This design comes from an exercise in tuning for small area and a short achievable clock period on the open sky130 flow, not from production work. RTL that was checked went through simulation tests only; none was proved equivalent to the original. No functional check of the RTL was part of run 1. Power is estimated from default activity; no workload was simulated.

==> config.mk <==
export PLATFORM = sky130hd
export DESIGN_NAME = fp_multiplier
export DESIGN_NICKNAME = fp_multiplier
export VERILOG_FILES = /design/flow/design.v
export SDC_FILE = /design/flow/constraint.sdc
export NUM_CORES = 4
export LEC_CHECK = 0
export CAP_MARGIN = 20
export CORE_MARGIN = 2
export CORE_UTILIZATION = 40
export SETUP_SLACK_MARGIN = 5
export SLEW_MARGIN = 20
export SYNTH_HIERARCHICAL = 1
==> constraint.sdc <==
create_clock -name core_clock -period 8.0 [get_ports {clk}]
set_input_delay 1.6000 -clock core_clock [delete_from_list [all_inputs] [get_ports {clk}]]
set_output_delay 1.6000 -clock core_clock [all_outputs]
set_load 0.01 [all_outputs]
==> design.v <==
module fp_multiplier (
    input         sign,
    input         clk,
    input         rst,
    input  [16:0] a,
    input  [16:0] b,
    output [17:0] out,
    output        overflow,
    output        underflow
);
  wire [17:0] xa = {sign & a[16], a};
  wire [17:0] yb = {sign & b[16], b};
  wire [8:0] neg_d, one_d, two_d;
  wire [18:0] ybz = {yb, 1'b0};
  genvar gi;
  generate for (gi = 0; gi < 9; gi = gi + 1) begin : benc
    wire y2 = ybz[2*gi+2], y1 = ybz[2*gi+1], y0 = ybz[2*gi];
    assign neg_d[gi] = y2 & ~(y1 & y0);
    assign one_d[gi] = y1 ^ y0;
    assign two_d[gi] = (y2 & ~y1 & ~y0) | (~y2 & y1 & y0);
  end endgenerate
  reg [17:0] xr;
  reg [8:0] negr, oner, twor;
  reg s1;
  always @(posedge clk) begin
    xr <= xa; negr <= neg_d; oner <= one_d; twor <= two_d; s1 <= sign;
  end
  wire [4:0] r8sel = one_d[8] ? xa[4:0] : two_d[8] ? {xa[3:0], 1'b0} : 5'd0;
  wire [5:0] r8sum = {1'b0, r8sel ^ {5{neg_d[8]}}} + neg_d[8];
  reg [5:0] r8r;
  always @(posedge clk) r8r <= r8sum;
  wire pp1, pp2, pp3, pp4, pp5, pp6, pp7, pp8, pp9, pp10, pp11, pp12;
  wire pp13, pp14, pp15, pp16, pp17, pp18, pp19, pp20, pp21, pp22, pp23, pp24;
  wire pp25, pp26, pp27, pp28, pp29, pp30, pp31, pp32, pp33, pp34, pp35, pp36;
  wire pp37, pp38, pp39, pp40, pp41, pp42, pp43, pp44, pp45, pp46, pp47, pp48;
  wire pp49, pp50, pp51, pp52, pp53, pp54, pp55, pp56, pp57, pp58, pp59, pp60;
  wire pp61, pp62, pp63, pp64, pp65, pp66, pp67, pp68, pp69, pp70, pp71, pp72;
  wire pp73, pp74, pp75, pp76, pp77, pp78, pp79, pp80, pp81, pp82, pp83, pp84;
  wire pp85, pp86, pp87, pp88, pp89, pp90, pp91, pp92, pp93, pp94, pp95, pp96;
  wire pp97, pp98, pp99, pp100, pp101, pp102, pp103, pp104, pp105, pp106, pp107, pp108;
  wire pp109, pp110, pp111, pp112, pp113, pp114, pp115, pp116, pp117, pp118, pp119, pp120;
  wire pp121, pp122, pp123, pp124, pp125, pp126, pp127, pp128, pp129, pp130, pp131, pp132;
  wire pp133, pp134, pp135, pp136, pp137, pp138, pp139, pp140, pp141, pp142, pp143, pp144;
  wire pp145, pp146, pp147, pp148, pp149, pp150, pp151, pp152, pp153, pp154, pp155, pp156;
  wire pp157, pp158, pp159, pp160, pp161, pp162, pp163, pp164, pp165, pp166, s167, c168;
  wire s169, c170, s171, c172, s173, c174, s175, c176, s177, c178, s179, c180;
  wire s181, c182, s183, c184, s185, c186, s187, c188, s189, c190, s191, c192;
  wire s193, c194, s195, c196, s197, c198, s199, c200, s201, c202, s203, c204;
  wire s205, c206, s207, c208, s209, c210, s211, c212, s213, c214, s215, c216;
  wire s217, c218, s219, c220, s221, c222, s223, c224, s225, c226, s227, c228;
  wire s229, c230, s231, c232, s233, c234, s235, c236, s237, s238, c239, s240;
  wire c241, s242, c243, s244, c245, s246, c247, s248, c249, s250, c251, s252;
  wire c253, s254, c255, s256, c257, s258, c259, s260, c261, s262, c263, s264;
  wire c265, s266, c267, s268, c269, s270, c271, s272, c273, s274, c275, s276;
  wire c277, s278, c279, s280, c281, s282, c283, s284, c285, s286, c287, s288;
  wire c289, s290, c291, s292, c293, s294, c295, s296, c297, s298, c299, s300;
  wire c301, s302, c303, s304, c305, s306, c307, s308, c309, s310, c311, s312;
  wire c313, s314, c315, s316, c317, s318, c319, s320, c321, s322, c323, s324;
  wire s325, c326, s327, c328, s329, c330, s331, c332, s333, c334, s335, c336;
  wire s337, c338, s339, c340, s341, c342, s343, c344, s345, c346, s347, c348;
  wire s349, c350, s351, c352, s353, c354, s355, c356, s357, c358, s359, c360;
  wire s361, c362, s363, c364, s365, c366, s367, c368, s369, c370, s371, c372;
  wire s373, c374, s375, c376, s377, c378, s379, s380, c381, s382, c383, s384;
  wire c385, s386, c387, s388, c389, s390, c391, s392, c393, s394, c395, s396;
  wire c397, s398, c399, s400, c401, s402, c403, s404, c405, s406, c407, s408;
  wire c409, s410, c411, s412, c413, s414, c415, s416, c417, s418, c419, s420;
  wire c421, s422, c423, s424, c425, s426, c427, s428, c429, s430, c431, s432;
  wire c433, s434, c435, s436, c437, s438, c439, s440, c441, s442, lg443, lp444;
  wire lg445, lp446, lg447, lp448, lg449, lp450, lg451, lp452, lg453, lp454, lg455, lp456;
  wire lg457, lp458, lg459, lp460, lg461, lp462, lG463, lP464, lG465, lP466, lG467, lP468;
  wire lG469, lP470, lG471, lP472, lG473, lP474, lG475, lP476, lG477, lP478, lG479, lP480;
  wire lG481, lP482, lG483, lP484, lG485, lP486, lG487, lP488, lG489, lP490, lG491, lP492;
  wire hg493, hp494, hg495, hp496, hg497, hp498, hg499, hp500, hg501, hp502, hg503, hp504;
  wire hg505, hp506, hg507, hp508, hg509, hp510, hg511, hp512, hg513, hp514, hg515, hp516;
  wire hg517, hp518, hg519, hp520, hg521, hp522, hg523, hp524, hg525, hp526, hg527, hp528;
  wire hg529, hp530, hg531, hp532, hg533, hp534, hg535, hp536, hg537, hp538, hg539, hp540;
  wire hg541, hp542, hG543, hP544, hG545, hP546, hG547, hP548, hG549, hP550, hG551, hP552;
  wire hG553, hP554, hG555, hP556, hG557, hP558, hG559, hP560, hG561, hP562, hG563, hP564;
  wire hG565, hP566, hG567, hP568, hG569, hP570, hG571, hP572, hG573, hP574, hG575, hP576;
  wire hG577, hP578, hG579, hP580, hG581, hP582, hG583, hP584, hG585, hP586, hG587, hP588;
  wire hG589, hP590, hG591, hP592, hG593, hP594, hG595, hP596, hG597, hP598, hG599, hP600;
  wire hG601, hP602, hG603, hP604, hG605, hP606, hG607, hP608, hG609, hP610, hG611, hP612;
  wire hG613, hP614, hG615, hP616, hG617, hP618, hG619, hP620, hG621, hP622, hG623, hP624;
  wire hG625, hP626, hG627, hP628, hG629, hP630, hG631, hP632, hG633, hP634, hG635, hP636;
  wire hG637, hP638, hG639, hP640, hG641, hP642, hG643, hP644, hG645, hP646, hG647, hP648;
  wire hG649, hP650;
  assign pp1 = ((oner[0] & xr[0])) ^ negr[0];
  assign pp2 = ((oner[0] & xr[1]) | (twor[0] & xr[0])) ^ negr[0];
  assign pp3 = ((oner[0] & xr[2]) | (twor[0] & xr[1])) ^ negr[0];
  assign pp4 = ((oner[0] & xr[3]) | (twor[0] & xr[2])) ^ negr[0];
  assign pp5 = ((oner[0] & xr[4]) | (twor[0] & xr[3])) ^ negr[0];
  assign pp6 = ((oner[0] & xr[5]) | (twor[0] & xr[4])) ^ negr[0];
  assign pp7 = ((oner[0] & xr[6]) | (twor[0] & xr[5])) ^ negr[0];
  assign pp8 = ((oner[0] & xr[7]) | (twor[0] & xr[6])) ^ negr[0];
  assign pp9 = ((oner[0] & xr[8]) | (twor[0] & xr[7])) ^ negr[0];
  assign pp10 = ((oner[0] & xr[9]) | (twor[0] & xr[8])) ^ negr[0];
  assign pp11 = ((oner[0] & xr[10]) | (twor[0] & xr[9])) ^ negr[0];
  assign pp12 = ((oner[0] & xr[11]) | (twor[0] & xr[10])) ^ negr[0];
  assign pp13 = ((oner[0] & xr[12]) | (twor[0] & xr[11])) ^ negr[0];
  assign pp14 = ((oner[0] & xr[13]) | (twor[0] & xr[12])) ^ negr[0];
  assign pp15 = ((oner[0] & xr[14]) | (twor[0] & xr[13])) ^ negr[0];
  assign pp16 = ((oner[0] & xr[15]) | (twor[0] & xr[14])) ^ negr[0];
  assign pp17 = ((oner[0] & xr[16]) | (twor[0] & xr[15])) ^ negr[0];
  assign pp18 = ((oner[0] & xr[17]) | (twor[0] & xr[16])) ^ negr[0];
  assign pp19 = ((oner[0] & xr[17]) | (twor[0] & xr[17])) ^ negr[0];
  assign pp20 = ~pp19;
  assign pp21 = ((oner[1] & xr[0])) ^ negr[1];
  assign pp22 = ((oner[1] & xr[1]) | (twor[1] & xr[0])) ^ negr[1];
  assign pp23 = ((oner[1] & xr[2]) | (twor[1] & xr[1])) ^ negr[1];
  assign pp24 = ((oner[1] & xr[3]) | (twor[1] & xr[2])) ^ negr[1];
  assign pp25 = ((oner[1] & xr[4]) | (twor[1] & xr[3])) ^ negr[1];
  assign pp26 = ((oner[1] & xr[5]) | (twor[1] & xr[4])) ^ negr[1];
  assign pp27 = ((oner[1] & xr[6]) | (twor[1] & xr[5])) ^ negr[1];
  assign pp28 = ((oner[1] & xr[7]) | (twor[1] & xr[6])) ^ negr[1];
  assign pp29 = ((oner[1] & xr[8]) | (twor[1] & xr[7])) ^ negr[1];
  assign pp30 = ((oner[1] & xr[9]) | (twor[1] & xr[8])) ^ negr[1];
  assign pp31 = ((oner[1] & xr[10]) | (twor[1] & xr[9])) ^ negr[1];
  assign pp32 = ((oner[1] & xr[11]) | (twor[1] & xr[10])) ^ negr[1];
  assign pp33 = ((oner[1] & xr[12]) | (twor[1] & xr[11])) ^ negr[1];
  assign pp34 = ((oner[1] & xr[13]) | (twor[1] & xr[12])) ^ negr[1];
  assign pp35 = ((oner[1] & xr[14]) | (twor[1] & xr[13])) ^ negr[1];
  assign pp36 = ((oner[1] & xr[15]) | (twor[1] & xr[14])) ^ negr[1];
  assign pp37 = ((oner[1] & xr[16]) | (twor[1] & xr[15])) ^ negr[1];
  assign pp38 = ((oner[1] & xr[17]) | (twor[1] & xr[16])) ^ negr[1];
  assign pp39 = ~(((oner[1] & xr[17]) | (twor[1] & xr[17])) ^ negr[1]);
  assign pp40 = ((oner[2] & xr[0])) ^ negr[2];
  assign pp41 = ((oner[2] & xr[1]) | (twor[2] & xr[0])) ^ negr[2];
  assign pp42 = ((oner[2] & xr[2]) | (twor[2] & xr[1])) ^ negr[2];
  assign pp43 = ((oner[2] & xr[3]) | (twor[2] & xr[2])) ^ negr[2];
  assign pp44 = ((oner[2] & xr[4]) | (twor[2] & xr[3])) ^ negr[2];
  assign pp45 = ((oner[2] & xr[5]) | (twor[2] & xr[4])) ^ negr[2];
  assign pp46 = ((oner[2] & xr[6]) | (twor[2] & xr[5])) ^ negr[2];
  assign pp47 = ((oner[2] & xr[7]) | (twor[2] & xr[6])) ^ negr[2];
  assign pp48 = ((oner[2] & xr[8]) | (twor[2] & xr[7])) ^ negr[2];
  assign pp49 = ((oner[2] & xr[9]) | (twor[2] & xr[8])) ^ negr[2];
  assign pp50 = ((oner[2] & xr[10]) | (twor[2] & xr[9])) ^ negr[2];
  assign pp51 = ((oner[2] & xr[11]) | (twor[2] & xr[10])) ^ negr[2];
  assign pp52 = ((oner[2] & xr[12]) | (twor[2] & xr[11])) ^ negr[2];
  assign pp53 = ((oner[2] & xr[13]) | (twor[2] & xr[12])) ^ negr[2];
  assign pp54 = ((oner[2] & xr[14]) | (twor[2] & xr[13])) ^ negr[2];
  assign pp55 = ((oner[2] & xr[15]) | (twor[2] & xr[14])) ^ negr[2];
  assign pp56 = ((oner[2] & xr[16]) | (twor[2] & xr[15])) ^ negr[2];
  assign pp57 = ((oner[2] & xr[17]) | (twor[2] & xr[16])) ^ negr[2];
  assign pp58 = ~(((oner[2] & xr[17]) | (twor[2] & xr[17])) ^ negr[2]);
  assign pp59 = ((oner[3] & xr[0])) ^ negr[3];
  assign pp60 = ((oner[3] & xr[1]) | (twor[3] & xr[0])) ^ negr[3];
  assign pp61 = ((oner[3] & xr[2]) | (twor[3] & xr[1])) ^ negr[3];
  assign pp62 = ((oner[3] & xr[3]) | (twor[3] & xr[2])) ^ negr[3];
  assign pp63 = ((oner[3] & xr[4]) | (twor[3] & xr[3])) ^ negr[3];
  assign pp64 = ((oner[3] & xr[5]) | (twor[3] & xr[4])) ^ negr[3];
  assign pp65 = ((oner[3] & xr[6]) | (twor[3] & xr[5])) ^ negr[3];
  assign pp66 = ((oner[3] & xr[7]) | (twor[3] & xr[6])) ^ negr[3];
  assign pp67 = ((oner[3] & xr[8]) | (twor[3] & xr[7])) ^ negr[3];
  assign pp68 = ((oner[3] & xr[9]) | (twor[3] & xr[8])) ^ negr[3];
  assign pp69 = ((oner[3] & xr[10]) | (twor[3] & xr[9])) ^ negr[3];
  assign pp70 = ((oner[3] & xr[11]) | (twor[3] & xr[10])) ^ negr[3];
  assign pp71 = ((oner[3] & xr[12]) | (twor[3] & xr[11])) ^ negr[3];
  assign pp72 = ((oner[3] & xr[13]) | (twor[3] & xr[12])) ^ negr[3];
  assign pp73 = ((oner[3] & xr[14]) | (twor[3] & xr[13])) ^ negr[3];
  assign pp74 = ((oner[3] & xr[15]) | (twor[3] & xr[14])) ^ negr[3];
  assign pp75 = ((oner[3] & xr[16]) | (twor[3] & xr[15])) ^ negr[3];
  assign pp76 = ((oner[3] & xr[17]) | (twor[3] & xr[16])) ^ negr[3];
  assign pp77 = ~(((oner[3] & xr[17]) | (twor[3] & xr[17])) ^ negr[3]);
  assign pp78 = ((oner[4] & xr[0])) ^ negr[4];
  assign pp79 = ((oner[4] & xr[1]) | (twor[4] & xr[0])) ^ negr[4];
  assign pp80 = ((oner[4] & xr[2]) | (twor[4] & xr[1])) ^ negr[4];
  assign pp81 = ((oner[4] & xr[3]) | (twor[4] & xr[2])) ^ negr[4];
  assign pp82 = ((oner[4] & xr[4]) | (twor[4] & xr[3])) ^ negr[4];
  assign pp83 = ((oner[4] & xr[5]) | (twor[4] & xr[4])) ^ negr[4];
  assign pp84 = ((oner[4] & xr[6]) | (twor[4] & xr[5])) ^ negr[4];
  assign pp85 = ((oner[4] & xr[7]) | (twor[4] & xr[6])) ^ negr[4];
  assign pp86 = ((oner[4] & xr[8]) | (twor[4] & xr[7])) ^ negr[4];
  assign pp87 = ((oner[4] & xr[9]) | (twor[4] & xr[8])) ^ negr[4];
  assign pp88 = ((oner[4] & xr[10]) | (twor[4] & xr[9])) ^ negr[4];
  assign pp89 = ((oner[4] & xr[11]) | (twor[4] & xr[10])) ^ negr[4];
  assign pp90 = ((oner[4] & xr[12]) | (twor[4] & xr[11])) ^ negr[4];
  assign pp91 = ((oner[4] & xr[13]) | (twor[4] & xr[12])) ^ negr[4];
  assign pp92 = ((oner[4] & xr[14]) | (twor[4] & xr[13])) ^ negr[4];
  assign pp93 = ((oner[4] & xr[15]) | (twor[4] & xr[14])) ^ negr[4];
  assign pp94 = ((oner[4] & xr[16]) | (twor[4] & xr[15])) ^ negr[4];
  assign pp95 = ((oner[4] & xr[17]) | (twor[4] & xr[16])) ^ negr[4];
  assign pp96 = ~(((oner[4] & xr[17]) | (twor[4] & xr[17])) ^ negr[4]);
  assign pp97 = ((oner[5] & xr[0])) ^ negr[5];
  assign pp98 = ((oner[5] & xr[1]) | (twor[5] & xr[0])) ^ negr[5];
  assign pp99 = ((oner[5] & xr[2]) | (twor[5] & xr[1])) ^ negr[5];
  assign pp100 = ((oner[5] & xr[3]) | (twor[5] & xr[2])) ^ negr[5];
  assign pp101 = ((oner[5] & xr[4]) | (twor[5] & xr[3])) ^ negr[5];
  assign pp102 = ((oner[5] & xr[5]) | (twor[5] & xr[4])) ^ negr[5];
  assign pp103 = ((oner[5] & xr[6]) | (twor[5] & xr[5])) ^ negr[5];
  assign pp104 = ((oner[5] & xr[7]) | (twor[5] & xr[6])) ^ negr[5];
  assign pp105 = ((oner[5] & xr[8]) | (twor[5] & xr[7])) ^ negr[5];
  assign pp106 = ((oner[5] & xr[9]) | (twor[5] & xr[8])) ^ negr[5];
  assign pp107 = ((oner[5] & xr[10]) | (twor[5] & xr[9])) ^ negr[5];
  assign pp108 = ((oner[5] & xr[11]) | (twor[5] & xr[10])) ^ negr[5];
  assign pp109 = ((oner[5] & xr[12]) | (twor[5] & xr[11])) ^ negr[5];
  assign pp110 = ((oner[5] & xr[13]) | (twor[5] & xr[12])) ^ negr[5];
  assign pp111 = ((oner[5] & xr[14]) | (twor[5] & xr[13])) ^ negr[5];
  assign pp112 = ((oner[5] & xr[15]) | (twor[5] & xr[14])) ^ negr[5];
  assign pp113 = ((oner[5] & xr[16]) | (twor[5] & xr[15])) ^ negr[5];
  assign pp114 = ((oner[5] & xr[17]) | (twor[5] & xr[16])) ^ negr[5];
  assign pp115 = ~(((oner[5] & xr[17]) | (twor[5] & xr[17])) ^ negr[5]);
  assign pp116 = ((oner[6] & xr[0])) ^ negr[6];
  assign pp117 = ((oner[6] & xr[1]) | (twor[6] & xr[0])) ^ negr[6];
  assign pp118 = ((oner[6] & xr[2]) | (twor[6] & xr[1])) ^ negr[6];
  assign pp119 = ((oner[6] & xr[3]) | (twor[6] & xr[2])) ^ negr[6];
  assign pp120 = ((oner[6] & xr[4]) | (twor[6] & xr[3])) ^ negr[6];
  assign pp121 = ((oner[6] & xr[5]) | (twor[6] & xr[4])) ^ negr[6];
  assign pp122 = ((oner[6] & xr[6]) | (twor[6] & xr[5])) ^ negr[6];
  assign pp123 = ((oner[6] & xr[7]) | (twor[6] & xr[6])) ^ negr[6];
  assign pp124 = ((oner[6] & xr[8]) | (twor[6] & xr[7])) ^ negr[6];
  assign pp125 = ((oner[6] & xr[9]) | (twor[6] & xr[8])) ^ negr[6];
  assign pp126 = ((oner[6] & xr[10]) | (twor[6] & xr[9])) ^ negr[6];
  assign pp127 = ((oner[6] & xr[11]) | (twor[6] & xr[10])) ^ negr[6];
  assign pp128 = ((oner[6] & xr[12]) | (twor[6] & xr[11])) ^ negr[6];
  assign pp129 = ((oner[6] & xr[13]) | (twor[6] & xr[12])) ^ negr[6];
  assign pp130 = ((oner[6] & xr[14]) | (twor[6] & xr[13])) ^ negr[6];
  assign pp131 = ((oner[6] & xr[15]) | (twor[6] & xr[14])) ^ negr[6];
  assign pp132 = ((oner[6] & xr[16]) | (twor[6] & xr[15])) ^ negr[6];
  assign pp133 = ((oner[6] & xr[17]) | (twor[6] & xr[16])) ^ negr[6];
  assign pp134 = ~(((oner[6] & xr[17]) | (twor[6] & xr[17])) ^ negr[6]);
  assign pp135 = ((oner[7] & xr[0])) ^ negr[7];
  assign pp136 = ((oner[7] & xr[1]) | (twor[7] & xr[0])) ^ negr[7];
  assign pp137 = ((oner[7] & xr[2]) | (twor[7] & xr[1])) ^ negr[7];
  assign pp138 = ((oner[7] & xr[3]) | (twor[7] & xr[2])) ^ negr[7];
  assign pp139 = ((oner[7] & xr[4]) | (twor[7] & xr[3])) ^ negr[7];
  assign pp140 = ((oner[7] & xr[5]) | (twor[7] & xr[4])) ^ negr[7];
  assign pp141 = ((oner[7] & xr[6]) | (twor[7] & xr[5])) ^ negr[7];
  assign pp142 = ((oner[7] & xr[7]) | (twor[7] & xr[6])) ^ negr[7];
  assign pp143 = ((oner[7] & xr[8]) | (twor[7] & xr[7])) ^ negr[7];
  assign pp144 = ((oner[7] & xr[9]) | (twor[7] & xr[8])) ^ negr[7];
  assign pp145 = ((oner[7] & xr[10]) | (twor[7] & xr[9])) ^ negr[7];
  assign pp146 = ((oner[7] & xr[11]) | (twor[7] & xr[10])) ^ negr[7];
  assign pp147 = ((oner[7] & xr[12]) | (twor[7] & xr[11])) ^ negr[7];
  assign pp148 = ((oner[7] & xr[13]) | (twor[7] & xr[12])) ^ negr[7];
  assign pp149 = ((oner[7] & xr[14]) | (twor[7] & xr[13])) ^ negr[7];
  assign pp150 = ((oner[7] & xr[15]) | (twor[7] & xr[14])) ^ negr[7];
  assign pp151 = ((oner[7] & xr[16]) | (twor[7] & xr[15])) ^ negr[7];
  assign pp152 = ((oner[7] & xr[17]) | (twor[7] & xr[16])) ^ negr[7];
  assign pp153 = ~(((oner[7] & xr[17]) | (twor[7] & xr[17])) ^ negr[7]);
  assign pp154 = ((oner[8] & xr[5]) | (twor[8] & xr[4])) ^ negr[8];
  assign pp155 = ((oner[8] & xr[6]) | (twor[8] & xr[5])) ^ negr[8];
  assign pp156 = ((oner[8] & xr[7]) | (twor[8] & xr[6])) ^ negr[8];
  assign pp157 = ((oner[8] & xr[8]) | (twor[8] & xr[7])) ^ negr[8];
  assign pp158 = ((oner[8] & xr[9]) | (twor[8] & xr[8])) ^ negr[8];
  assign pp159 = ((oner[8] & xr[10]) | (twor[8] & xr[9])) ^ negr[8];
  assign pp160 = ((oner[8] & xr[11]) | (twor[8] & xr[10])) ^ negr[8];
  assign pp161 = ((oner[8] & xr[12]) | (twor[8] & xr[11])) ^ negr[8];
  assign pp162 = ((oner[8] & xr[13]) | (twor[8] & xr[12])) ^ negr[8];
  assign pp163 = ((oner[8] & xr[14]) | (twor[8] & xr[13])) ^ negr[8];
  assign pp164 = ((oner[8] & xr[15]) | (twor[8] & xr[14])) ^ negr[8];
  assign pp165 = ((oner[8] & xr[16]) | (twor[8] & xr[15])) ^ negr[8];
  assign pp166 = ((oner[8] & xr[17]) | (twor[8] & xr[16])) ^ negr[8];
  fp_ha u_s167 (.a(negr[5]), .b(pp11), .s(s167), .co(c168));
  fp_ha u_s169 (.a(pp12), .b(pp30), .s(s169), .co(c170));
  fp_fa u_s171 (.a(negr[6]), .b(pp13), .c(pp31), .s(s171), .co(c172));
  fp_ha u_s173 (.a(pp48), .b(pp65), .s(s173), .co(c174));
  fp_fa u_s175 (.a(pp14), .b(pp32), .c(pp49), .s(s175), .co(c176));
  fp_ha u_s177 (.a(pp66), .b(pp83), .s(s177), .co(c178));
  fp_fa u_s179 (.a(negr[7]), .b(pp15), .c(pp33), .s(s179), .co(c180));
  fp_fa u_s181 (.a(pp50), .b(pp67), .c(pp84), .s(s181), .co(c182));
  fp_ha u_s183 (.a(pp101), .b(pp118), .s(s183), .co(c184));
  fp_fa u_s185 (.a(pp16), .b(pp34), .c(pp51), .s(s185), .co(c186));
  fp_fa u_s187 (.a(pp68), .b(pp85), .c(pp102), .s(s187), .co(c188));
  fp_ha u_s189 (.a(pp119), .b(pp136), .s(s189), .co(c190));
  fp_fa u_s191 (.a(r8r[0]), .b(pp17), .c(pp35), .s(s191), .co(c192));
  fp_fa u_s193 (.a(pp52), .b(pp69), .c(pp86), .s(s193), .co(c194));
  fp_fa u_s195 (.a(pp103), .b(pp120), .c(pp137), .s(s195), .co(c196));
  fp_fa u_s197 (.a(r8r[1]), .b(pp18), .c(pp36), .s(s197), .co(c198));
  fp_fa u_s199 (.a(pp53), .b(pp70), .c(pp87), .s(s199), .co(c200));
  fp_fa u_s201 (.a(pp104), .b(pp121), .c(pp138), .s(s201), .co(c202));
  fp_fa u_s203 (.a(r8r[2]), .b(pp19), .c(pp37), .s(s203), .co(c204));
  fp_fa u_s205 (.a(pp54), .b(pp71), .c(pp88), .s(s205), .co(c206));
  fp_fa u_s207 (.a(pp105), .b(pp122), .c(pp139), .s(s207), .co(c208));
  fp_fa u_s209 (.a(r8r[3]), .b(pp19), .c(pp38), .s(s209), .co(c210));
  fp_fa u_s211 (.a(pp55), .b(pp72), .c(pp89), .s(s211), .co(c212));
  fp_fa u_s213 (.a(pp106), .b(pp123), .c(pp140), .s(s213), .co(c214));
  fp_fa u_s215 (.a(r8r[4]), .b(pp39), .c(pp56), .s(s215), .co(c216));
  fp_fa u_s217 (.a(pp73), .b(pp90), .c(pp107), .s(s217), .co(c218));
  fp_fa u_s219 (.a(pp124), .b(pp141), .c(pp20), .s(s219), .co(c220));
  assign s221 = ~(r8r[5] ^ pp57);
  assign c222 = r8r[5] | pp57;
  fp_fa u_s223 (.a(pp74), .b(pp91), .c(pp108), .s(s223), .co(c224));
  fp_fa u_s225 (.a(pp125), .b(pp142), .c(pp154), .s(s225), .co(c226));
  fp_fa u_s227 (.a(pp58), .b(pp75), .c(pp92), .s(s227), .co(c228));
  fp_fa u_s229 (.a(pp109), .b(pp126), .c(pp143), .s(s229), .co(c230));
  assign s231 = ~(pp76 ^ pp93);
  assign c232 = pp76 | pp93;
  fp_ha u_s233 (.a(pp110), .b(pp127), .s(s233), .co(c234));
  fp_fa u_s235 (.a(pp77), .b(pp94), .c(pp111), .s(s235), .co(c236));
  assign s237 = ~pp95;
  fp_ha u_s238 (.a(negr[3]), .b(pp7), .s(s238), .co(c239));
  fp_ha u_s240 (.a(pp8), .b(pp26), .s(s240), .co(c241));
  fp_fa u_s242 (.a(negr[4]), .b(pp9), .c(pp27), .s(s242), .co(c243));
  fp_ha u_s244 (.a(pp44), .b(pp61), .s(s244), .co(c245));
  fp_fa u_s246 (.a(pp10), .b(pp28), .c(pp45), .s(s246), .co(c247));
  fp_ha u_s248 (.a(pp62), .b(pp79), .s(s248), .co(c249));
  fp_fa u_s250 (.a(pp29), .b(pp46), .c(pp63), .s(s250), .co(c251));
  fp_fa u_s252 (.a(pp80), .b(pp97), .c(s167), .s(s252), .co(c253));
  fp_fa u_s254 (.a(pp47), .b(pp64), .c(pp81), .s(s254), .co(c255));
  fp_fa u_s256 (.a(pp98), .b(c168), .c(s169), .s(s256), .co(c257));
  fp_fa u_s258 (.a(pp82), .b(pp99), .c(pp116), .s(s258), .co(c259));
  fp_fa u_s260 (.a(c170), .b(s173), .c(s171), .s(s260), .co(c261));
  fp_fa u_s262 (.a(pp100), .b(pp117), .c(c174), .s(s262), .co(c263));
  fp_fa u_s264 (.a(s177), .b(c172), .c(s175), .s(s264), .co(c265));
  fp_fa u_s266 (.a(pp135), .b(c178), .c(s183), .s(s266), .co(c267));
  fp_fa u_s268 (.a(c176), .b(s179), .c(s181), .s(s268), .co(c269));
  fp_fa u_s270 (.a(c184), .b(s189), .c(c180), .s(s270), .co(c271));
  fp_fa u_s272 (.a(c182), .b(s185), .c(s187), .s(s272), .co(c273));
  fp_fa u_s274 (.a(c190), .b(c186), .c(c188), .s(s274), .co(c275));
  fp_fa u_s276 (.a(s191), .b(s193), .c(s195), .s(s276), .co(c277));
  fp_fa u_s278 (.a(c192), .b(c194), .c(c196), .s(s278), .co(c279));
  fp_fa u_s280 (.a(s197), .b(s199), .c(s201), .s(s280), .co(c281));
  fp_fa u_s282 (.a(c198), .b(c200), .c(c202), .s(s282), .co(c283));
  fp_fa u_s284 (.a(s203), .b(s205), .c(s207), .s(s284), .co(c285));
  fp_fa u_s286 (.a(c204), .b(c206), .c(c208), .s(s286), .co(c287));
  fp_fa u_s288 (.a(s209), .b(s211), .c(s213), .s(s288), .co(c289));
  fp_fa u_s290 (.a(c210), .b(c212), .c(c214), .s(s290), .co(c291));
  fp_fa u_s292 (.a(s215), .b(s217), .c(s219), .s(s292), .co(c293));
  fp_fa u_s294 (.a(s221), .b(c216), .c(c218), .s(s294), .co(c295));
  fp_fa u_s296 (.a(c220), .b(s223), .c(s225), .s(s296), .co(c297));
  fp_fa u_s298 (.a(pp155), .b(c222), .c(c224), .s(s298), .co(c299));
  fp_fa u_s300 (.a(c226), .b(s227), .c(s229), .s(s300), .co(c301));
  fp_fa u_s302 (.a(pp144), .b(pp156), .c(s231), .s(s302), .co(c303));
  fp_fa u_s304 (.a(s233), .b(c228), .c(c230), .s(s304), .co(c305));
  fp_fa u_s306 (.a(pp128), .b(pp145), .c(pp157), .s(s306), .co(c307));
  fp_fa u_s308 (.a(c232), .b(c234), .c(s235), .s(s308), .co(c309));
  fp_fa u_s310 (.a(pp112), .b(pp129), .c(pp146), .s(s310), .co(c311));
  fp_fa u_s312 (.a(pp158), .b(s237), .c(c236), .s(s312), .co(c313));
  fp_fa u_s314 (.a(pp95), .b(pp96), .c(pp113), .s(s314), .co(c315));
  fp_fa u_s316 (.a(pp130), .b(pp147), .c(pp159), .s(s316), .co(c317));
  assign s318 = ~(pp114 ^ pp131);
  assign c319 = pp114 | pp131;
  fp_ha u_s320 (.a(pp148), .b(pp160), .s(s320), .co(c321));
  fp_fa u_s322 (.a(pp115), .b(pp132), .c(pp149), .s(s322), .co(c323));
  assign s324 = ~pp133;
  fp_ha u_s325 (.a(negr[2]), .b(pp5), .s(s325), .co(c326));
  fp_ha u_s327 (.a(pp6), .b(pp24), .s(s327), .co(c328));
  fp_fa u_s329 (.a(pp25), .b(pp42), .c(pp59), .s(s329), .co(c330));
  fp_fa u_s331 (.a(pp43), .b(pp60), .c(c239), .s(s331), .co(c332));
  fp_fa u_s333 (.a(pp78), .b(c241), .c(s244), .s(s333), .co(c334));
  fp_fa u_s335 (.a(c245), .b(s248), .c(c243), .s(s335), .co(c336));
  fp_fa u_s337 (.a(c249), .b(c247), .c(s250), .s(s337), .co(c338));
  fp_fa u_s339 (.a(c251), .b(s254), .c(c253), .s(s339), .co(c340));
  fp_fa u_s341 (.a(c255), .b(s258), .c(c257), .s(s341), .co(c342));
  fp_fa u_s343 (.a(c259), .b(s262), .c(c261), .s(s343), .co(c344));
  fp_fa u_s345 (.a(c263), .b(s266), .c(c265), .s(s345), .co(c346));
  fp_fa u_s347 (.a(c267), .b(c269), .c(s270), .s(s347), .co(c348));
  fp_fa u_s349 (.a(c271), .b(c273), .c(s274), .s(s349), .co(c350));
  fp_fa u_s351 (.a(c275), .b(c277), .c(s278), .s(s351), .co(c352));
  fp_fa u_s353 (.a(c279), .b(c281), .c(s282), .s(s353), .co(c354));
  fp_fa u_s355 (.a(c283), .b(c285), .c(s286), .s(s355), .co(c356));
  fp_fa u_s357 (.a(c287), .b(c289), .c(s290), .s(s357), .co(c358));
  fp_fa u_s359 (.a(c291), .b(s294), .c(c293), .s(s359), .co(c360));
  fp_fa u_s361 (.a(c295), .b(c297), .c(s298), .s(s361), .co(c362));
  fp_fa u_s363 (.a(s302), .b(c299), .c(c301), .s(s363), .co(c364));
  fp_fa u_s365 (.a(s306), .b(c303), .c(c305), .s(s365), .co(c366));
  fp_fa u_s367 (.a(c307), .b(s310), .c(c309), .s(s367), .co(c368));
  fp_fa u_s369 (.a(c311), .b(s314), .c(s316), .s(s369), .co(c370));
  fp_fa u_s371 (.a(s318), .b(s320), .c(c315), .s(s371), .co(c372));
  fp_fa u_s373 (.a(pp161), .b(c319), .c(c321), .s(s373), .co(c374));
  fp_fa u_s375 (.a(pp150), .b(pp162), .c(s324), .s(s375), .co(c376));
  fp_fa u_s377 (.a(pp133), .b(pp134), .c(pp151), .s(s377), .co(c378));
  assign s379 = ~pp152;
  fp_ha u_s380 (.a(negr[1]), .b(pp3), .s(s380), .co(c381));
  fp_ha u_s382 (.a(pp4), .b(pp22), .s(s382), .co(c383));
  fp_fa u_s384 (.a(pp23), .b(pp40), .c(s325), .s(s384), .co(c385));
  fp_fa u_s386 (.a(pp41), .b(c326), .c(s327), .s(s386), .co(c387));
  fp_fa u_s388 (.a(c328), .b(s238), .c(s329), .s(s388), .co(c389));
  fp_fa u_s390 (.a(s240), .b(c330), .c(s331), .s(s390), .co(c391));
  fp_fa u_s392 (.a(s242), .b(c332), .c(s333), .s(s392), .co(c393));
  fp_fa u_s394 (.a(s246), .b(c334), .c(s335), .s(s394), .co(c395));
  fp_fa u_s396 (.a(s252), .b(c336), .c(s337), .s(s396), .co(c397));
  fp_fa u_s398 (.a(s256), .b(c338), .c(s339), .s(s398), .co(c399));
  fp_fa u_s400 (.a(s260), .b(c340), .c(s341), .s(s400), .co(c401));
  fp_fa u_s402 (.a(s264), .b(c342), .c(s343), .s(s402), .co(c403));
  fp_fa u_s404 (.a(s268), .b(c344), .c(s345), .s(s404), .co(c405));
  fp_fa u_s406 (.a(s272), .b(c346), .c(s347), .s(s406), .co(c407));
  fp_fa u_s408 (.a(s276), .b(c348), .c(s349), .s(s408), .co(c409));
  fp_fa u_s410 (.a(s280), .b(c350), .c(s351), .s(s410), .co(c411));
  fp_fa u_s412 (.a(s284), .b(c352), .c(s353), .s(s412), .co(c413));
  fp_fa u_s414 (.a(s288), .b(c354), .c(s355), .s(s414), .co(c415));
  fp_fa u_s416 (.a(s292), .b(c356), .c(s357), .s(s416), .co(c417));
  fp_fa u_s418 (.a(s296), .b(c358), .c(s359), .s(s418), .co(c419));
  fp_fa u_s420 (.a(s300), .b(c360), .c(s361), .s(s420), .co(c421));
  fp_fa u_s422 (.a(s304), .b(c362), .c(s363), .s(s422), .co(c423));
  fp_fa u_s424 (.a(s308), .b(s365), .c(c364), .s(s424), .co(c425));
  fp_fa u_s426 (.a(s312), .b(c366), .c(s367), .s(s426), .co(c427));
  fp_fa u_s428 (.a(c313), .b(s369), .c(c368), .s(s428), .co(c429));
  fp_fa u_s430 (.a(c317), .b(c370), .c(s371), .s(s430), .co(c431));
  fp_fa u_s432 (.a(s322), .b(s373), .c(c372), .s(s432), .co(c433));
  fp_fa u_s434 (.a(c323), .b(s375), .c(c374), .s(s434), .co(c435));
  fp_fa u_s436 (.a(pp163), .b(c376), .c(s377), .s(s436), .co(c437));
  fp_fa u_s438 (.a(pp164), .b(s379), .c(c378), .s(s438), .co(c439));
  fp_fa u_s440 (.a(pp152), .b(pp153), .c(pp165), .s(s440), .co(c441));
  assign s442 = ~pp166;
  assign lg443 = (negr[0] & pp1);
  assign lp444 = (negr[0] ^ pp1);
  assign lg445 = (pp2 & 1'b0);
  assign lp446 = (pp2 ^ 1'b0);
  assign lg447 = (s380 & pp21);
  assign lp448 = (s380 ^ pp21);
  assign lg449 = (c381 & s382);
  assign lp450 = (c381 ^ s382);
  assign lg451 = (c383 & s384);
  assign lp452 = (c383 ^ s384);
  assign lg453 = (c385 & s386);
  assign lp454 = (c385 ^ s386);
  assign lg455 = (c387 & s388);
  assign lp456 = (c387 ^ s388);
  assign lg457 = (c389 & s390);
  assign lp458 = (c389 ^ s390);
  assign lg459 = (c391 & s392);
  assign lp460 = (c391 ^ s392);
  assign lg461 = (c393 & s394);
  assign lp462 = (c393 ^ s394);
  assign lG463 = lg445 | (lp446 & lg443);
  assign lP464 = lp446 & lp444;
  assign lG465 = lg449 | (lp450 & lg447);
  assign lP466 = lp450 & lp448;
  assign lG467 = lg453 | (lp454 & lg451);
  assign lP468 = lp454 & lp452;
  assign lG469 = lg457 | (lp458 & lg455);
  assign lP470 = lp458 & lp456;
  assign lG471 = lg461 | (lp462 & lg459);
  assign lP472 = lp462 & lp460;
  assign lG473 = lg447 | (lp448 & lG463);
  assign lP474 = lp448 & lP464;
  assign lG475 = lG465 | (lP466 & lG463);
  assign lP476 = lP466 & lP464;
  assign lG477 = lg455 | (lp456 & lG467);
  assign lP478 = lp456 & lP468;
  assign lG479 = lG469 | (lP470 & lG467);
  assign lP480 = lP470 & lP468;
  assign lG481 = lg451 | (lp452 & lG475);
  assign lP482 = lp452 & lP476;
  assign lG483 = lG467 | (lP468 & lG475);
  assign lP484 = lP468 & lP476;
  assign lG485 = lG477 | (lP478 & lG475);
  assign lP486 = lP478 & lP476;
  assign lG487 = lG479 | (lP480 & lG475);
  assign lP488 = lP480 & lP476;
  assign lG489 = lg459 | (lp460 & lG487);
  assign lP490 = lp460 & lP488;
  assign lG491 = lG471 | (lP472 & lG487);
  assign lP492 = lP472 & lP488;
  wire ck_w = lG491;
  wire [9:0] lzt = {((c393 ^ s394) ~^ (c391 | s392)), ((c391 ^ s392) ~^ (c389 | s390)), ((c389 ^ s390) ~^ (c387 | s388)), ((c387 ^ s388) ~^ (c385 | s386)), ((c385 ^ s386) ~^ (c383 | s384)), ((c383 ^ s384) ~^ (c381 | s382)), ((c381 ^ s382) ~^ (s380 | pp21)), ((s380 ^ pp21) ~^ (pp2 | 1'b0)), ((pp2 ^ 1'b0) ~^ (negr[0] | pp1)), ~(negr[0] ^ pp1)};
  wire [9:0] lot = {(c393 ^ s394), (c391 ^ s392), (c389 ^ s390), (c387 ^ s388), (c385 ^ s386), (c383 ^ s384), (c381 ^ s382), (s380 ^ pp21), (pp2 ^ 1'b0), (negr[0] ^ pp1)};
  wire [23:0] ha_w = {c441, c439, c437, c435, c433, c431, c429, c427, c425, c423, c421, c419, c417, c415, c413, c411, c409, c407, c405, c403, c401, c399, c397, c395};
  wire [23:0] hb_w = {s442, s440, s438, s436, s434, s432, s430, s428, s426, s424, s422, s420, s418, s416, s414, s412, s410, s408, s406, s404, s402, s400, s398, s396};
  reg [23:0] ra;
  reg [23:0] rb;
  reg lor, land, ck, s2, rst_d;
  always @(posedge clk) begin
    ra <= ha_w; rb <= hb_w; s2 <= s1; rst_d <= rst;
    lor <= ~&lzt; land <= &lot; ck <= ck_w;
  end
  assign hg493 = (ck & ck);
  assign hp494 = (ck ^ ck);
  assign hg495 = (ra[0] & rb[0]);
  assign hp496 = (ra[0] ^ rb[0]);
  assign hg497 = (ra[1] & rb[1]);
  assign hp498 = (ra[1] ^ rb[1]);
  assign hg499 = (ra[2] & rb[2]);
  assign hp500 = (ra[2] ^ rb[2]);
  assign hg501 = (ra[3] & rb[3]);
  assign hp502 = (ra[3] ^ rb[3]);
  assign hg503 = (ra[4] & rb[4]);
  assign hp504 = (ra[4] ^ rb[4]);
  assign hg505 = (ra[5] & rb[5]);
  assign hp506 = (ra[5] ^ rb[5]);
  assign hg507 = (ra[6] & rb[6]);
  assign hp508 = (ra[6] ^ rb[6]);
  assign hg509 = (ra[7] & rb[7]);
  assign hp510 = (ra[7] ^ rb[7]);
  assign hg511 = (ra[8] & rb[8]);
  assign hp512 = (ra[8] ^ rb[8]);
  assign hg513 = (ra[9] & rb[9]);
  assign hp514 = (ra[9] ^ rb[9]);
  assign hg515 = (ra[10] & rb[10]);
  assign hp516 = (ra[10] ^ rb[10]);
  assign hg517 = (ra[11] & rb[11]);
  assign hp518 = (ra[11] ^ rb[11]);
  assign hg519 = (ra[12] & rb[12]);
  assign hp520 = (ra[12] ^ rb[12]);
  assign hg521 = (ra[13] & rb[13]);
  assign hp522 = (ra[13] ^ rb[13]);
  assign hg523 = (ra[14] & rb[14]);
  assign hp524 = (ra[14] ^ rb[14]);
  assign hg525 = (ra[15] & rb[15]);
  assign hp526 = (ra[15] ^ rb[15]);
  assign hg527 = (ra[16] & rb[16]);
  assign hp528 = (ra[16] ^ rb[16]);
  assign hg529 = (ra[17] & rb[17]);
  assign hp530 = (ra[17] ^ rb[17]);
  assign hg531 = (ra[18] & rb[18]);
  assign hp532 = (ra[18] ^ rb[18]);
  assign hg533 = (ra[19] & rb[19]);
  assign hp534 = (ra[19] ^ rb[19]);
  assign hg535 = (ra[20] & rb[20]);
  assign hp536 = (ra[20] ^ rb[20]);
  assign hg537 = (ra[21] & rb[21]);
  assign hp538 = (ra[21] ^ rb[21]);
  assign hg539 = (ra[22] & rb[22]);
  assign hp540 = (ra[22] ^ rb[22]);
  assign hg541 = (ra[23] & rb[23]);
  assign hp542 = (ra[23] ^ rb[23]);
  assign hG543 = hg495 | (hp496 & hg493);
  assign hP544 = hp496 & hp494;
  assign hG545 = hg499 | (hp500 & hg497);
  assign hP546 = hp500 & hp498;
  assign hG547 = hg503 | (hp504 & hg501);
  assign hP548 = hp504 & hp502;
  assign hG549 = hg507 | (hp508 & hg505);
  assign hP550 = hp508 & hp506;
  assign hG551 = hg511 | (hp512 & hg509);
  assign hP552 = hp512 & hp510;
  assign hG553 = hg515 | (hp516 & hg513);
  assign hP554 = hp516 & hp514;
  assign hG555 = hg519 | (hp520 & hg517);
  assign hP556 = hp520 & hp518;
  assign hG557 = hg523 | (hp524 & hg521);
  assign hP558 = hp524 & hp522;
  assign hG559 = hg527 | (hp528 & hg525);
  assign hP560 = hp528 & hp526;
  assign hG561 = hg531 | (hp532 & hg529);
  assign hP562 = hp532 & hp530;
  assign hG563 = hg535 | (hp536 & hg533);
  assign hP564 = hp536 & hp534;
  assign hG565 = hg539 | (hp540 & hg537);
  assign hP566 = hp540 & hp538;
  assign hG567 = hg497 | (hp498 & hG543);
  assign hP568 = hp498 & hP544;
  assign hG569 = hG545 | (hP546 & hG543);
  assign hP570 = hP546 & hP544;
  assign hG571 = hg505 | (hp506 & hG547);
  assign hP572 = hp506 & hP548;
  assign hG573 = hG549 | (hP550 & hG547);
  assign hP574 = hP550 & hP548;
  assign hG575 = hg513 | (hp514 & hG551);
  assign hP576 = hp514 & hP552;
  assign hG577 = hG553 | (hP554 & hG551);
  assign hP578 = hP554 & hP552;
  assign hG579 = hg521 | (hp522 & hG555);
  assign hP580 = hp522 & hP556;
  assign hG581 = hG557 | (hP558 & hG555);
  assign hP582 = hP558 & hP556;
  assign hG583 = hg529 | (hp530 & hG559);
  assign hP584 = hp530 & hP560;
  assign hG585 = hG561 | (hP562 & hG559);
  assign hP586 = hP562 & hP560;
  assign hG587 = hg537 | (hp538 & hG563);
  assign hP588 = hp538 & hP564;
  assign hG589 = hG565 | (hP566 & hG563);
  assign hP590 = hP566 & hP564;
  assign hG591 = hg501 | (hp502 & hG569);
  assign hP592 = hp502 & hP570;
  assign hG593 = hG547 | (hP548 & hG569);
  assign hP594 = hP548 & hP570;
  assign hG595 = hG571 | (hP572 & hG569);
  assign hP596 = hP572 & hP570;
  assign hG597 = hG573 | (hP574 & hG569);
  assign hP598 = hP574 & hP570;
  assign hG599 = hg517 | (hp518 & hG577);
  assign hP600 = hp518 & hP578;
  assign hG601 = hG555 | (hP556 & hG577);
  assign hP602 = hP556 & hP578;
  assign hG603 = hG579 | (hP580 & hG577);
  assign hP604 = hP580 & hP578;
  assign hG605 = hG581 | (hP582 & hG577);
  assign hP606 = hP582 & hP578;
  assign hG607 = hg533 | (hp534 & hG585);
  assign hP608 = hp534 & hP586;
  assign hG609 = hG563 | (hP564 & hG585);
  assign hP610 = hP564 & hP586;
  assign hG611 = hG587 | (hP588 & hG585);
  assign hP612 = hP588 & hP586;
  assign hG613 = hG589 | (hP590 & hG585);
  assign hP614 = hP590 & hP586;
  assign hG615 = hg509 | (hp510 & hG597);
  assign hP616 = hp510 & hP598;
  assign hG617 = hG551 | (hP552 & hG597);
  assign hP618 = hP552 & hP598;
  assign hG619 = hG575 | (hP576 & hG597);
  assign hP620 = hP576 & hP598;
  assign hG621 = hG577 | (hP578 & hG597);
  assign hP622 = hP578 & hP598;
  assign hG623 = hG599 | (hP600 & hG597);
  assign hP624 = hP600 & hP598;
  assign hG625 = hG601 | (hP602 & hG597);
  assign hP626 = hP602 & hP598;
  assign hG627 = hG603 | (hP604 & hG597);
  assign hP628 = hP604 & hP598;
  assign hG629 = hG605 | (hP606 & hG597);
  assign hP630 = hP606 & hP598;
  assign hG631 = hg541 | (hp542 & hG613);
  assign hP632 = hp542 & hP614;
  assign hG633 = hg525 | (hp526 & hG629);
  assign hP634 = hp526 & hP630;
  assign hG635 = hG559 | (hP560 & hG629);
  assign hP636 = hP560 & hP630;
  assign hG637 = hG583 | (hP584 & hG629);
  assign hP638 = hP584 & hP630;
  assign hG639 = hG585 | (hP586 & hG629);
  assign hP640 = hP586 & hP630;
  assign hG641 = hG607 | (hP608 & hG629);
  assign hP642 = hP608 & hP630;
  assign hG643 = hG609 | (hP610 & hG629);
  assign hP644 = hP610 & hP630;
  assign hG645 = hG611 | (hP612 & hG629);
  assign hP646 = hP612 & hP630;
  assign hG647 = hG613 | (hP614 & hG629);
  assign hP648 = hP614 & hP630;
  assign hG649 = hG631 | (hP632 & hG629);
  assign hP650 = hP632 & hP630;
  wire [33:10] ph = {(hp542 ^ hG647), (hp540 ^ hG645), (hp538 ^ hG643), (hp536 ^ hG641), (hp534 ^ hG639), (hp532 ^ hG637), (hp530 ^ hG635), (hp528 ^ hG633), (hp526 ^ hG629), (hp524 ^ hG627), (hp522 ^ hG625), (hp520 ^ hG623), (hp518 ^ hG621), (hp516 ^ hG619), (hp514 ^ hG617), (hp512 ^ hG615), (hp510 ^ hG597), (hp508 ^ hG595), (hp506 ^ hG593), (hp504 ^ hG591), (hp502 ^ hG569), (hp500 ^ hG567), (hp498 ^ hG543), (hp496 ^ hg493)};
  wire neg = s2 & ph[33];
  wire ovf_w = neg ? ~&ph[33:25] : |ph[33:24];
  wire unf_w = neg ? ~(&ph[15:10] & land) : (|ph[15:10] | lor);
  wire clr = rst | rst_d;
  reg [17:0] out_r;
  wire ovf0_w = |ph[32:24];
  wire ovf1_w = ~s2 | ~&ph[32:25];
  wire unf0_w = (|ph[15:10] | lor);
  wire unf1_w = s2 ? ~(&ph[15:10] & land) : (|ph[15:10] | lor);
  reg ovf0_r, ovf1_r, unf0_r, unf1_r, p33_r;
  always @(posedge clk) begin
    out_r  <= clr ? 18'd0 : ph[31:14];
    ovf0_r <= clr ? 1'b0 : ovf0_w;
    ovf1_r <= clr ? 1'b0 : ovf1_w;
    unf0_r <= clr ? 1'b0 : unf0_w;
    unf1_r <= clr ? 1'b0 : unf1_w;
    p33_r  <= ph[33];
  end
  assign overflow = p33_r ? ovf1_r : ovf0_r;
  assign underflow = p33_r ? unf1_r : unf0_r;
  assign out = out_r;
endmodule
module fp_fa (input a, input b, input c, output s, output co);
  assign s = a ^ b ^ c;
  assign co = (a & b) | (c & (a ^ b));
endmodule
module fp_ha (input a, input b, output s, output co);
  assign s = a ^ b;
  assign co = a & b;
endmodule
==> flow/run.sh <==
#!/bin/bash
# Standard layout, with a plain buffer (buf_2) on every input and output port.
set -euo pipefail
bash standard.sh "BUFFER_PORTS_ARGS=-buffer_cell sky130_fd_sc_hd__buf_2" finish > make_finish.log 2>&1
==> standard.sh <==
#!/bin/bash
# synth_recipe.tcl (not shown) runs the flow's synth.tcl, then flattens the netlist and writes it again
# the make line also repeats each setting of config.mk as NAME=value (left out here)
make -C /OpenROAD-flow-scripts/flow DESIGN_CONFIG=/design/flow/config.mk WORK_HOME=/design/flow/orfs CLKGATE_MAP_FILE= SYNTH_SCRIPT=/design/flow/synth_recipe.tcl "${@:-finish}"
==> run summary, run 1 <==
outcome=no timing/DRC/antenna violations; synthesized area=10,300 um^2; Crit path top cell by count=fa_1; top cells by area, synth=dfxtp_1, fa_1, xnor2_1; Hold Path Origin=s1; FF-to-FF setup slack=4930 ps; Post-Route WL=25,800 um; global-route wire length before repair=40,500 um; Final Skew=10.5 ps; HPWL after detailed placement=17,700 um; critical path arrival=3340 ps; Core Util, Final=0.480; I/O Buffers=56; slowest stage cell, crit path=fa_1; average cell area after synthesis=10.5 um^2; Hold Fails Final Rpt=0; total power=4.30 mW; Slew headroom=0.699; EDFF count, synth=0; Worst Path Buf+Inv=0; max incr delay on CP=570 ps; n_diodes=0; vias per cell=5.41; FF-to-FF path depth=9; worst vdd ir=0.000146 V; worst reg2reg endpoint=lor; CP endpoint kind=register; router iterations before antenna repair=5; Die Y=164 um; CP Max Fanout=7; root buffer cell=clkbuf_16; top-count cell post-synth=xnor2_1; worst-margin pin slew=445 ps; Post-synth ARST share=0; GP Congestion=0.847; CTS Buf Count=17; antenna-violating nets left=0; die area=26,900 um^2; largest net degree at the start of global routing=21; Leakage Power=4.75 nW; final setup vio count=0; vias in the first global route=7,315; Starting Density=0.407; P&R area growth vs syn=17.8%; Yosys reg bits=128; core area=25,200 um^2; CP Depth=9; vias=7,336; all-layer global routing usage=0.195; Final Max Slew Viols=0; Cell Pwr Density=356 nW/um^2; # DRC=0; Synthesis Warnings=7; register area share after synthesis=0.250; cts hold-fix bufs=0; CP delay by family, top=adder cells; Worst-Skew Late Latency=430 ps; die width=164 um; CP Launch Type=register; worst path required time=8280 ps; initial antenna violation count=0; Final Cell Area=12,100 um^2; Post-DP Area=10,700 um^2; top_reg_cell synth=dfxtp_1; # nets final=1,238; Starting DRT DRC Count=619; CTS max path bufs=2; worst path cell trace=a22oi_2 > xnor2_1 > fa_2 > fa_1 > fa_1 > ha_4 > xnor2_2 > nor4_2 > nand3_1; Synth Instances=976; CTS tree=yes; Max-Cap Viols=0; f_max=326 MHz; Crit Path Category=register to register; Hold EP=s2; CTS sink cnt=128; io pins=57; setup TNS=0 ps; Yosys top cell by area=dfxtp_1; grt total ovfl=0; worst min path class=register to register; final worst path period share=0.383; WL/cell=19.0 um; FF-to-FF Start=twor[1]; fin crit period=3070 ps; area fraction of the dominant cell type after synthesis=0.250; H-tree levels=4; FP Rows=58; clock transition at the registers of the reported paths=60 ps; hold depth=0; share of cells above drive strength 1=0.237; RSZ-0062 raised after global routing=yes; Syn Nets=1,202; Post-synth top cells=xnor2_1, a22oi_1, dfxtp_1; Synth cell types=47
per-layer routing:
metal  vias to the layer above  GRT usage  share of wire
met5                         -          0              0
met4                         0     0.0550          0.013
met3                        36     0.0538          0.086
met2                       334      0.290           0.44
met1                      3553      0.277           0.46
li1                       3413          -              -
worst register-to-register path: stages, from the launching register on:
cell and delay [ps]:
dfxtp_4 380, a22oi_2 220, xnor2_1 130, fa_2 370, fa_1 490, fa_1 570, ha_4 230, xnor2_2 140
nor4_2 260, nand3_1 130
flip-flops by register name, indices dropped and copies added (netlist names), 6 cells and up:
signal / cells
ra: 24
rb: 24
out_r: 18
xr: 18
negr: 9
oner: 9
twor: 9
r8r: 6
repair_timing:
item                                    CTS  global route
endpoints found under the setup margin   35            24
resized for setup                        75            63
setup buffers                            15            32
cloned                                    0             0
pin swaps                                 1            32
per-module statistics from Yosys, one instance, submodules excluded:
module	flip-flops and latches	times used
fp_multiplier	128	1
fp_fa	0	117
fp_ha	0	16
per-stage QoR:
step	hold WS, ps	setup WS, ps	instances
after CTS	417	4970	1323
after floorplan	310	4990	976
after global routing	421	4800	1355
after global placement	393	4440	1276
final	428	4930	1355
after detailed placement	400	4380	1276
cells by family (layout without fill, tap and decap cells):
group,count (synthesis),in the layout,share of synthesized area
buf+inv,125,174,0.0458
mux,2,2,0.00220
flops,128,128,0.250
xor+xnor,196,196,0.167
simple gates,118,118,0.0591
fa+ha+maj,189,189,0.320
compound gates,218,218,0.156
worst max-delay path by stage:
stage	from	endpoint
finish	twor[1]	lor
global route	twor[1]	lor
CTS	negr[2]	lor
detailed placement	negr[3]	lor
global placement	oner[0]	rb[9]
floorplan	oner[0]	ck
report_power, final:
group | internal, mW | switching, mW
registers | 0.851 | 0.134
clock network | 0.437 | 0.328
logic | 1.20 | 1.35
layout make-up:
| type | instances | area (um^2) |
|---|---|---|
| repair buffers | 109 | 825 |
| flip-flops and latches | 128 | 2700 |
| fillers | 2275 | 13100 |
| clock inverters | 15 | 150 |
| multi-input cells | 723 | 7440 |
| well taps | 330 | 413 |
| inverters | 33 | 124 |
| clock buffers | 17 | 425 |
layout by cell type (no fill, tap or decap), drive strengths merged, types with 8 or more instances in the layout:
cell type,netlist,final
nand2,31,31
buf,18,108
nand3,8,8
o21ai,28,28
ha,67,67
a21oi,15,15
xor2,21,21
nor2,22,22
xnor2,175,175
fa,122,122
a22oi,149,149
dfxtp,128,128
inv,33,41
nor2b,12,12
clkbuf,74,18
==> run 2: changes to the inputs <==
--- a/design.v
+++ b/design.v
@@ -31,2 +31,5 @@
   always @(posedge clk) r8r <= r8sum;
+  wire lz_d = (1'b1 & ~|yb[9:0]) | (~|xa[0:0] & ~|yb[8:0]) | (~|xa[1:0] & ~|yb[7:0]) | (~|xa[2:0] & ~|yb[6:0]) | (~|xa[3:0] & ~|yb[5:0]) | (~|xa[4:0] & ~|yb[4:0]) | (~|xa[5:0] & ~|yb[3:0]) | (~|xa[6:0] & ~|yb[2:0]) | (~|xa[7:0] & ~|yb[1:0]) | (~|xa[8:0] & ~|yb[0:0]) | (~|xa[9:0] & 1'b1);
+  reg lz1;
+  always @(posedge clk) lz1 <= lz_d;
   wire pp1, pp2, pp3, pp4, pp5, pp6, pp7, pp8, pp9, pp10, pp11, pp12;
@@ -446,4 +449,3 @@
   wire ck_w = lG491;
-  wire [9:0] lzt = {((c393 ^ s394) ~^ (c391 | s392)), ((c391 ^ s392) ~^ (c389 | s390)), ((c389 ^ s390) ~^ (c387 | s388)), ((c387 ^ s388) ~^ (c385 | s386)), ((c385 ^ s386) ~^ (c383 | s384)), ((c383 ^ s384) ~^ (c381 | s382)), ((c381 ^ s382) ~^ (s380 | pp21)), ((s380 ^ pp21) ~^ (pp2 | 1'b0)), ((pp2 ^ 1'b0) ~^ (negr[0] | pp1)), ~(negr[0] ^ pp1)};
-  wire [9:0] lot = {(c393 ^ s394), (c391 ^ s392), (c389 ^ s390), (c387 ^ s388), (c385 ^ s386), (c383 ^ s384), (c381 ^ s382), (s380 ^ pp21), (pp2 ^ 1'b0), (negr[0] ^ pp1)};
+  wire [9:0] lot = {lp462, lp460, lp458, lp456, lp454, lp452, lp450, lp448, lp446, lp444};
   wire [23:0] ha_w = {c441, c439, c437, c435, c433, c431, c429, c427, c425, c423, c421, c419, c417, c415, c413, c411, c409, c407, c405, c403, c401, c399, c397, c395};
@@ -455,3 +457,3 @@
     ra <= ha_w; rb <= hb_w; s2 <= s1; rst_d <= rst;
-    lor <= ~&lzt; land <= &lot; ck <= ck_w;
+    lor <= ~lz1; land <= &lot; ck <= ck_w;
   end
@@ -621,17 +623,10 @@
   reg [17:0] out_r;
-  wire ovf0_w = |ph[32:24];
-  wire ovf1_w = ~s2 | ~&ph[32:25];
-  wire unf0_w = (|ph[15:10] | lor);
-  wire unf1_w = s2 ? ~(&ph[15:10] & land) : (|ph[15:10] | lor);
-  reg ovf0_r, ovf1_r, unf0_r, unf1_r, p33_r;
+  reg overflow_r, underflow_r;
   always @(posedge clk) begin
-    out_r  <= clr ? 18'd0 : ph[31:14];
-    ovf0_r <= clr ? 1'b0 : ovf0_w;
-    ovf1_r <= clr ? 1'b0 : ovf1_w;
-    unf0_r <= clr ? 1'b0 : unf0_w;
-    unf1_r <= clr ? 1'b0 : unf1_w;
-    p33_r  <= ph[33];
+    out_r       <= clr ? 18'd0 : ph[31:14];
+    overflow_r  <= clr ? 1'b0 : ovf_w;
+    underflow_r <= clr ? 1'b0 : unf_w;
   end
-  assign overflow = p33_r ? ovf1_r : ovf0_r;
-  assign underflow = p33_r ? unf1_r : unf0_r;
+  assign overflow = overflow_r;
+  assign underflow = underflow_r;
   assign out = out_r;
==> flow/run.sh (replaced) <==
#!/bin/bash
# Standard layout, with a plain buffer (buf_2) on every input and output port,
# a clock tree of clkbuf_8 cells and no dummy clock loads.
set -euo pipefail
bash standard.sh "BUFFER_PORTS_ARGS=-buffer_cell sky130_fd_sc_hd__buf_2" \
  "CTS_ARGS=-sink_clustering_enable -repair_clock_nets -dont_use_dummy_load -buf_list sky130_fd_sc_hd__clkbuf_8" \
  finish > make_finish.log 2>&1
==> run summary, run 2 <==
Post-synth top cells=xnor2_1, a22oi_1, dfxtp_1; top_reg_cell synth=dfxtp_1; setup TNS=0 ps (unchanged); CTS sink cnt=126 (-1.6%); max incr delay on CP=590 ps (+20 ps); average cell area after synthesis=10.5 um^2 (-0.34%); synthesized area=10,200 um^2 (-0.65%); EDFF count, synth=0 (unchanged); commonest non-fill, non-tap cell in the layout=xnor2_1; f_max=334 MHz (+2.5%); clock transition at the registers of the reported paths=80 ps (+20 ps); Final Skew=27.0 ps (+16.5 ps); slowest stage cell, crit path=fa_1; die area=26,800 um^2 (-0.63%); fin crit period=2990 ps (-74.5 ps); most frequent cells in the layout=xnor2_1, a22oi_1, fa_1; router iterations before antenna repair=6 (+1); GP Congestion=0.858 (+1.2%); FF-to-FF Start=twor[0]; largest net degree at the start of global routing=21 (unchanged); Leakage Power=4.50 nW (-5.2%); Synth Instances=973 (-0.31%); Fillers=2,428 (+6.7%); worst path required time=8300 ps (+20 ps); die width=164 um (-0.32%); biggest regs=ra (24), rb (24); WL met1=11,900 um (unchanged); FF-to-FF path depth=7 (-2); outcome=no timing/DRC/antenna violations; CP Launch Type=register; worst reg2reg endpoint=rb[7]; HPWL after detailed placement=18,100 um (+2.0%); H-tree levels=4 (unchanged); Post-synth ARST share=0 (unchanged); # nets final=1,223 (-1.2%); met3 WL post-DR=2560 um (+15%); Final Max Slew Viols=0 (unchanged); FP Rows=58 (unchanged); CP endpoint kind=register; initial antenna violation count=0 (unchanged); Post-Route WL=26,600 um (+3.2%); CTS tree=yes; Synthesis Warnings=7 (unchanged); io pins=57 (unchanged); global-route wire length before repair=41,200 um (+1.6%); all-layer global routing usage=0.201 (+0.00607); CP Max Fanout=8 (+1); RSZ-0062 raised after global routing=yes; hold depth=0 (unchanged); vias in the first global route=7,288 (-0.37%); CTS Buf Count=17 (unchanged); Worst-Skew Late Latency=440 ps (about the same); worst-margin pin slew=484 ps (+39.4 ps); antenna-violating nets left=0 (unchanged); Hold EP=s2; vias per cell=5.56 (+2.8%); top cells by area, synth=dfxtp_1, fa_1, xnor2_1; Yosys top cell by area=dfxtp_1; worst path cell trace=buf_2 > a22oi_1 > xnor2_1 > fa_1 > fa_1 > fa_1 > fa_1; Crit path top cell by count=fa_1; Synth cell types=61 (+30%); Syn Nets=1,190 (-1.0%); Die Y=164 um (-0.32%); worst vdd ir=0.000120 V (-17%); final worst path period share=0.374 (-0.00931); FF-to-FF setup slack=5010 ps (+70 ps); core area=25,100 um^2 (-0.29%); Hold Path Origin=s1; register area share after synthesis=0.248 (-0.00230); # DRC=0 (unchanged); Yosys reg bits=126 (-1.6%); top-count cell post-synth=xnor2_1; grt total ovfl=0 (unchanged); n_diodes=0 (unchanged); Starting Density=0.406 (-0.00146); root buffer cell=clkbuf_8; Starting DRT DRC Count=627 (+1.3%); Highest Signal Layer=met4; WHS=384 ps (-43.9 ps); P&R area growth vs syn=12.5%; metal2 WL=11,500 um (+1.6%); WL/cell=20.0 um (+4.8%); CTS max path bufs=2 (unchanged); Hold Fails Final Rpt=0 (unchanged); worst min path class=register to register; Crit Path Category=register to register; critical path arrival=3300 ps (-40 ps); I/O Buffers=56 (unchanged); cts hold-fix bufs=0 (unchanged); area fraction of the dominant cell type after synthesis=0.248 (-0.00230); final setup vio count=0 (unchanged); Max-Cap Viols=0 (unchanged); share of cells above drive strength 1=0.196 (-0.0409); Slew headroom=0.673 (-0.0263); Cell Pwr Density=327 nW/um^2 (-8.2%); vias=7,421 (+1.2%)
-- run 2: cell count changes after synthesis, moves of 3 or more --
cell / before / now
or3_1: 0 / 3
o21ai_1: 0 / 6
o21ai_0: 26 / 20
xor2_1: 21 / 18
xnor2_1: 175 / 167
a21o_1: 6 / 12
nor2b_1: 12 / 8
inv_1: 33 / 20
ha_1: 67 / 58
nor3_1: 7 / 10
nor2_1: 22 / 32
-- run 2: cell families (layout without fill, tap and decap cells) --
family | after synthesis | after routing | synth area share
mux | 4 | 4 | 0.00418
buf+inv | 113 | 144 | 0.0416
xor+xnor | 185 | 185 | 0.159
compound gates | 233 | 233 | 0.170
fa+ha+maj | 180 | 180 | 0.311
flops | 126 | 126 | 0.248
simple gates | 132 | 132 | 0.0669
-- run 2: worst max-delay path: cells and delay by family (launching register included) --
kind	cells	cell delay, ps
DFF	1	420
xor gates and xnor gates	1	170
buffers and inverters	1	220
AOI/OAI and AO/OA	1	110
adders and majority gates	4	1940
-- run 2: area by class of cell --
cell class / instances / area, um^2 / area share
Sequential cell: 126 / 2660 / 0.232
Inverter: 20 / 75.1 / 0.00655
Tap cell: 330 / 413 / 0.0360
Timing Repair Buffer: 107 / 739 / 0.0645
Clock buffer: 17 / 234 / 0.0204
Multi-Input combinational cell: 734 / 7340 / 0.640
-- run 2: worst max-delay path by stage --
| stage | start | to | slack (ps) | cells past startpoint |
|---|---|---|---|---|
| after detailed placement | xr[7] | land | 4410 | 8 |
| after floorplan | twor[1] | ck | 4970 | 12 |
| after CTS | xr[15] | rb[6] | 5010 | 6 |
| after global routing | twor[0] | rb[3] | 4950 | 7 |
| final | twor[0] | rb[7] | 5010 | 7 |
| after global placement | xr[7] | land | 4410 | 8 |
-- run 2: modules after synthesis (local to each module, per instance) --
module | flops+latches | cells inside
fp_ha | 0 | 1
fp_fa | 0 | 1
fp_multiplier | 126 | 840
-- run 2: metrics by stage --
step / total power, mW / area, um^2 / instances / worst slack [ps] / util
global route: 4.16 / 11500 / 1334 / 4950 / 0.456
CTS: 3.72 / 11000 / 1296 / 5010 / 0.440
floorplan: 2.69 / 10300 / 973 / 4970 / -
finish: 3.75 / 11500 / 1334 / 5010 / 0.456
global placement: 3.22 / 10600 / 1272 / 4410 / 0.421
detailed placement: 3.28 / 10600 / 1272 / 4410 / 0.421
-- run 2: metal layers --
metal  vias up  track usage
li1       3419            -
met1      3548        0.279
met2       397        0.303
met3        57       0.0569
met4         0       0.0634
met5         -            0
-- run 2: power by group --
part / switching, mW / total, mW / internal, mW
logic: 1.25 / 2.36 / 1.11
registers: 0.143 / 0.982 / 0.839
clock network: 0.215 / 0.401 / 0.187
total: 1.61 / 3.75 / 2.14
-- run 2: repair_timing --
item | in CTS | in global routing
setup endpoints to repair | 36 | 16
pin swaps | 2 | 15
resized for setup | 75 | 31
endpoints found under the hold margin | 0 | 0
buffers inserted | 7 | 38

[static timing again, ports no longer ideal]
No port has a modelled driver above. Below, the same layouts with a new extraction and two added sets of constraints. Step 1: set_driving_cell puts a clkbuf_16 on clk and a buf_2 on each other input, an assumption about the parent block. Step 2 also shifts input and output timing later by t, the mid clock arrival at the registers, as if the neighbouring blocks saw the same clock. Slacks: ideal / step 1 / step 2; pairs: ideal / step 1.
run	shift t [ns]	setup WS [ns]	worst setup path after step 2	slew at the worst register clock pin (ns)	worst slew at a driven data input, ns
run 1	0.468	4.933 / 4.933 / 4.892	input to register	0.07 / 0.07	0.03
run 2	0.473	5.007 / 5.007 / 4.761	input to register	0.08 / 0.08	0.03
After both steps setup and hold are still met in every run listed. The setup slack of run 2, which loses most, moves by 0.000 ns with the drivers and by -0.246 ns with both steps.
